Source: an optimization exercise on an open RTL-to-GDS flow (aim: small area). Production flows keep margins and buffers that such runs may drop. No activity file was given, so power comes from the tool's default toggle rates.

Setup of P:
==> flow/design.v <==
module top_parking_system_4slot(
    input  wire        clk,
    input  wire        rst,
    input  wire        entry_pulse,
    input  wire        exit_pulse_for_system,
    input  wire        payment_received,
    input  wire [1:0]  exit_car_select,
    output wire        entry_gate,
    output wire        exit_gate,
    output wire        full_led,
    output wire        fee_ready,
    output wire [3:0]  occupancy,
    output wire [2:0]  free_count,
    output wire [15:0] e0,
    output wire [15:0] e1,
    output wire [15:0] e2,
    output wire [15:0] e3,
    output wire [31:0] fee
);
reg        st_f, st_x, st_y;
reg [3:0]  occ;
reg        slot_available;
reg [1:0]  exit_slot;
reg        bill;
reg [3:0]  run;
reg [15:0] t0, t1, t2, t3;
reg [15:0] fee_t;             
wire idle     = ~st_f & ~st_x & ~st_y;
wire alloc    = ~st_f & ~st_x &  st_y;
wire free     =  st_f & st_y & payment_received;
wire go_alloc = entry_pulse & slot_available;
wire go_exit  = ~go_alloc & exit_pulse_for_system & (|occ);
assign entry_gate = st_x & ~st_y;
assign exit_gate  = st_x &  st_y;
assign fee_ready  = st_f;
assign full_led   = ~slot_available;
assign occupancy  = occ;
assign free_count = 3'd4 - ({2'd0, occ[0]} + {2'd0, occ[1]} + {2'd0, occ[2]} + {2'd0, occ[3]});
wire [3:0] lo_empty = {occ[0] & occ[1] & occ[2] & ~occ[3],
                       occ[0] & occ[1] & ~occ[2],
                       occ[0] & ~occ[1],
                       ~occ[0]};
wire sel_occ = occ[exit_car_select];
wire [1:0] free_idx = sel_occ  ? exit_car_select :
                      occ[0]   ? 2'd0 :
                      occ[1]   ? 2'd1 :
                      occ[2]   ? 2'd2 : 2'd3;
wire [3:0] free_oh = 4'b0001 << free_idx;
always @(posedge clk or posedge rst) begin
    if (rst) begin
        st_f <= 1'b0; st_x <= 1'b0; st_y <= 1'b0;
        occ <= 4'b0;
        slot_available <= 1'b1;
        exit_slot <= 2'd0;
        bill <= 1'b0;
        run <= 4'b0;
    end else begin
        st_f <= (idle & go_exit) | (st_f & ~(st_y & payment_received));
        st_x <= alloc | free;
        st_y <= (idle & go_alloc) | st_f;
        occ <= (occ & ~(free ? free_oh : 4'b0)) | (alloc ? lo_empty : 4'b0);
        if (free) exit_slot <= free_idx;
        slot_available <= ~(&occ);
        bill <= payment_received;
        run <= occ;
    end
end
wire [3:0] clr = occ & ~run;
wire [16:0] c0, c1, c2, c3;
assign c0[0] = run[0];
assign c1[0] = run[1];
assign c2[0] = run[2];
assign c3[0] = run[3];
genvar k;
generate for (k = 0; k < 16; k = k + 1) begin : tb
    assign c0[k+1] = c0[k] & t0[k];
    assign c1[k+1] = c1[k] & t1[k];
    assign c2[k+1] = c2[k] & t2[k];
    assign c3[k+1] = c3[k] & t3[k];
    always @(posedge clk or posedge rst) begin
        if (rst) begin
            t0[k] <= 1'b0; t1[k] <= 1'b0; t2[k] <= 1'b0; t3[k] <= 1'b0;
        end else begin
            t0[k] <= ~clr[0] & (t0[k] ^ c0[k]);
            t1[k] <= ~clr[1] & (t1[k] ^ c1[k]);
            t2[k] <= ~clr[2] & (t2[k] ^ c2[k]);
            t3[k] <= ~clr[3] & (t3[k] ^ c3[k]);
        end
    end
end endgenerate
wire [3:0] ld = {4{bill}} & (4'b0001 << exit_slot);
always @(posedge clk or posedge rst) begin
    if (rst) fee_t <= 16'd0;
    else fee_t <= ({16{ld[0]}} & t0) | ({16{ld[1]}} & t1) |
                  ({16{ld[2]}} & t2) | ({16{ld[3]}} & t3) |
                  ({16{~bill}} & fee_t);
end
assign e0 = t0;
assign e1 = t1;
assign e2 = t2;
assign e3 = t3;
assign fee = {12'd0, fee_t, 3'd0} + {14'd0, fee_t, 1'b0};
endmodule
Settings: LEC_CHECK=0, CAP_MARGIN=20, CORE_MARGIN=2, CORE_UTILIZATION=65, CTS_BUF_LIST=sky130_fd_sc_hd__clkbuf_8, PLACE_DENSITY=0.75, SLEW_MARGIN=20; clock period 4.0 ns.
standard.sh (not shown) runs the stock make flow with config.mk's settings and CLKGATE_MAP_FILE= SYNTH_SCRIPT=/design/flow/synth_recipe.tcl, a recipe that flattens the netlist after the stock synthesis.
==> flow/flow/run.sh <==
#!/bin/bash
# Standard layout, with the port buffers made of the smallest buffer cell.
set -euo pipefail
export BUFFER_PORTS_ARGS="-buffer_cell sky130_fd_sc_hd__buf_1"
bash standard.sh > standard.log 2>&1
Changes in Q relative to P:
diff --git a/flow/design.v b/flow/design.v
--- a/flow/design.v
+++ b/flow/design.v
@@ -17,17 +17,19 @@
     output wire [15:0] e3,
     output wire [31:0] fee
 );
 reg        st_f, st_x, st_y;
 reg [3:0]  occ;
 reg        slot_available;
-reg [1:0]  exit_slot;
+reg [3:0]  exit_oh;             
 reg        bill;
 reg [3:0]  run;
 reg [15:0] t0, t1, t2, t3;
-reg [15:0] fee_t;             
+reg [10:0] y_lo;
+reg        y_c11;
+reg [15:9] t_hi;
 wire idle     = ~st_f & ~st_x & ~st_y;
 wire alloc    = ~st_f & ~st_x &  st_y;
 wire free     =  st_f & st_y & payment_received;
 wire go_alloc = entry_pulse & slot_available;
 wire go_exit  = ~go_alloc & exit_pulse_for_system & (|occ);
 assign entry_gate = st_x & ~st_y;
@@ -48,21 +50,21 @@
 wire [3:0] free_oh = 4'b0001 << free_idx;
 always @(posedge clk or posedge rst) begin
     if (rst) begin
         st_f <= 1'b0; st_x <= 1'b0; st_y <= 1'b0;
         occ <= 4'b0;
         slot_available <= 1'b1;
-        exit_slot <= 2'd0;
+        exit_oh <= 4'b0001;
         bill <= 1'b0;
         run <= 4'b0;
     end else begin
         st_f <= (idle & go_exit) | (st_f & ~(st_y & payment_received));
         st_x <= alloc | free;
         st_y <= (idle & go_alloc) | st_f;
         occ <= (occ & ~(free ? free_oh : 4'b0)) | (alloc ? lo_empty : 4'b0);
-        if (free) exit_slot <= free_idx;
+        if (free) exit_oh <= free_oh;
         slot_available <= ~(&occ);
         bill <= payment_received;
         run <= occ;
     end
 end
 wire [3:0] clr = occ & ~run;
@@ -85,19 +87,38 @@
             t1[k] <= ~clr[1] & (t1[k] ^ c1[k]);
             t2[k] <= ~clr[2] & (t2[k] ^ c2[k]);
             t3[k] <= ~clr[3] & (t3[k] ^ c3[k]);
         end
     end
 end endgenerate
-wire [3:0] ld = {4{bill}} & (4'b0001 << exit_slot);
+wire [3:0] ld = {4{bill}} & exit_oh;
+wire [15:0] t_sel = ({16{ld[0]}} & t0) | ({16{ld[1]}} & t1) |
+                    ({16{ld[2]}} & t2) | ({16{ld[3]}} & t3);
+wire [11:2] cl;
+wire [10:2] sl;
+assign cl[2] = 1'b0;
+generate for (k = 2; k < 11; k = k + 1) begin : lo_add
+    assign sl[k]   = t_sel[k] ^ t_sel[k-2] ^ cl[k];
+    assign cl[k+1] = (t_sel[k] & t_sel[k-2]) | (cl[k] & (t_sel[k] ^ t_sel[k-2]));
+end endgenerate
 always @(posedge clk or posedge rst) begin
-    if (rst) fee_t <= 16'd0;
-    else fee_t <= ({16{ld[0]}} & t0) | ({16{ld[1]}} & t1) |
-                  ({16{ld[2]}} & t2) | ({16{ld[3]}} & t3) |
-                  ({16{~bill}} & fee_t);
+    if (rst) begin
+        y_lo <= 11'd0; y_c11 <= 1'b0; t_hi <= 7'd0;
+    end else if (bill) begin
+        y_lo <= {sl, t_sel[1:0]}; y_c11 <= cl[11]; t_hi <= t_sel[15:9];
+    end
 end
+wire [17:11] ah = {2'b00, t_hi[15:11]};
+wire [17:11] bh = t_hi[15:9];
+wire [18:11] ch;
+wire [17:11] sh;
+assign ch[11] = y_c11;
+generate for (k = 11; k < 18; k = k + 1) begin : hi_add
+    assign sh[k]   = ah[k] ^ bh[k] ^ ch[k];
+    assign ch[k+1] = (ah[k] & bh[k]) | (ch[k] & (ah[k] ^ bh[k]));
+end endgenerate
 assign e0 = t0;
 assign e1 = t1;
 assign e2 = t2;
 assign e3 = t3;
-assign fee = {12'd0, fee_t, 3'd0} + {14'd0, fee_t, 1'b0};
+assign fee = {12'd0, ch[18], sh, y_lo, 1'b0};
 endmodule
Notes after the runs:
Q finished all stages; however, its layout fails the closing checks, the failures being setup timing. Inserted tap cell count sits lower in Q than in P. Maximum frequency on Q is down relative to P. Delta (Q minus P): total power decreased about 14%; sequential cell count of the final layout higher; first-pass GRT wire length up 0.44%; fraction of area in non-clock buffers up 1.9 points. The run showing the greater total buffers and inverters traversed by the critical path is Q. Sequential fraction of total cell area for Q: 2.5 points up relative to P. The higher area added between synthesis and finish of P and Q is in Q. Q against P: cell count has decreased, ratio of total power to cell area decreased about 13%, final area -about 0.9%. Number of fill cells in the layout went down by more than 10% going from P to Q. In the reports for P and Q, the larger reported sequential group power belongs to P.
Function was not checked in any run of this note: the RTL went through the layout flow alone.

## afterwards: timing with drivers on the ports
Ports are ideal in the flow. The routed layouts listed here were re-timed in OpenROAD. Step 1 assumes that a clkbuf_16 drives the clock port and a buf_2 every other input. Step 2 also shifts input and output timing later by t, the mid clock arrival at the registers, as if the neighbouring blocks saw the same clock. Three values: ideal, step 1, step 2; two values: the first two.
run	t, ns	slack for setup (ns)	hold WS [ns]	worst register clock-pin slew, ns	cell pins on the clock port's net
P	0.391	0.393 / 0.393 / 0.393	0.531 / 0.520 / 0.552	0.10 / 0.10	1
Q	0.381	-0.082 / -0.082 / -0.082	0.448 / 0.441 / 0.514	0.10 / 0.10	1
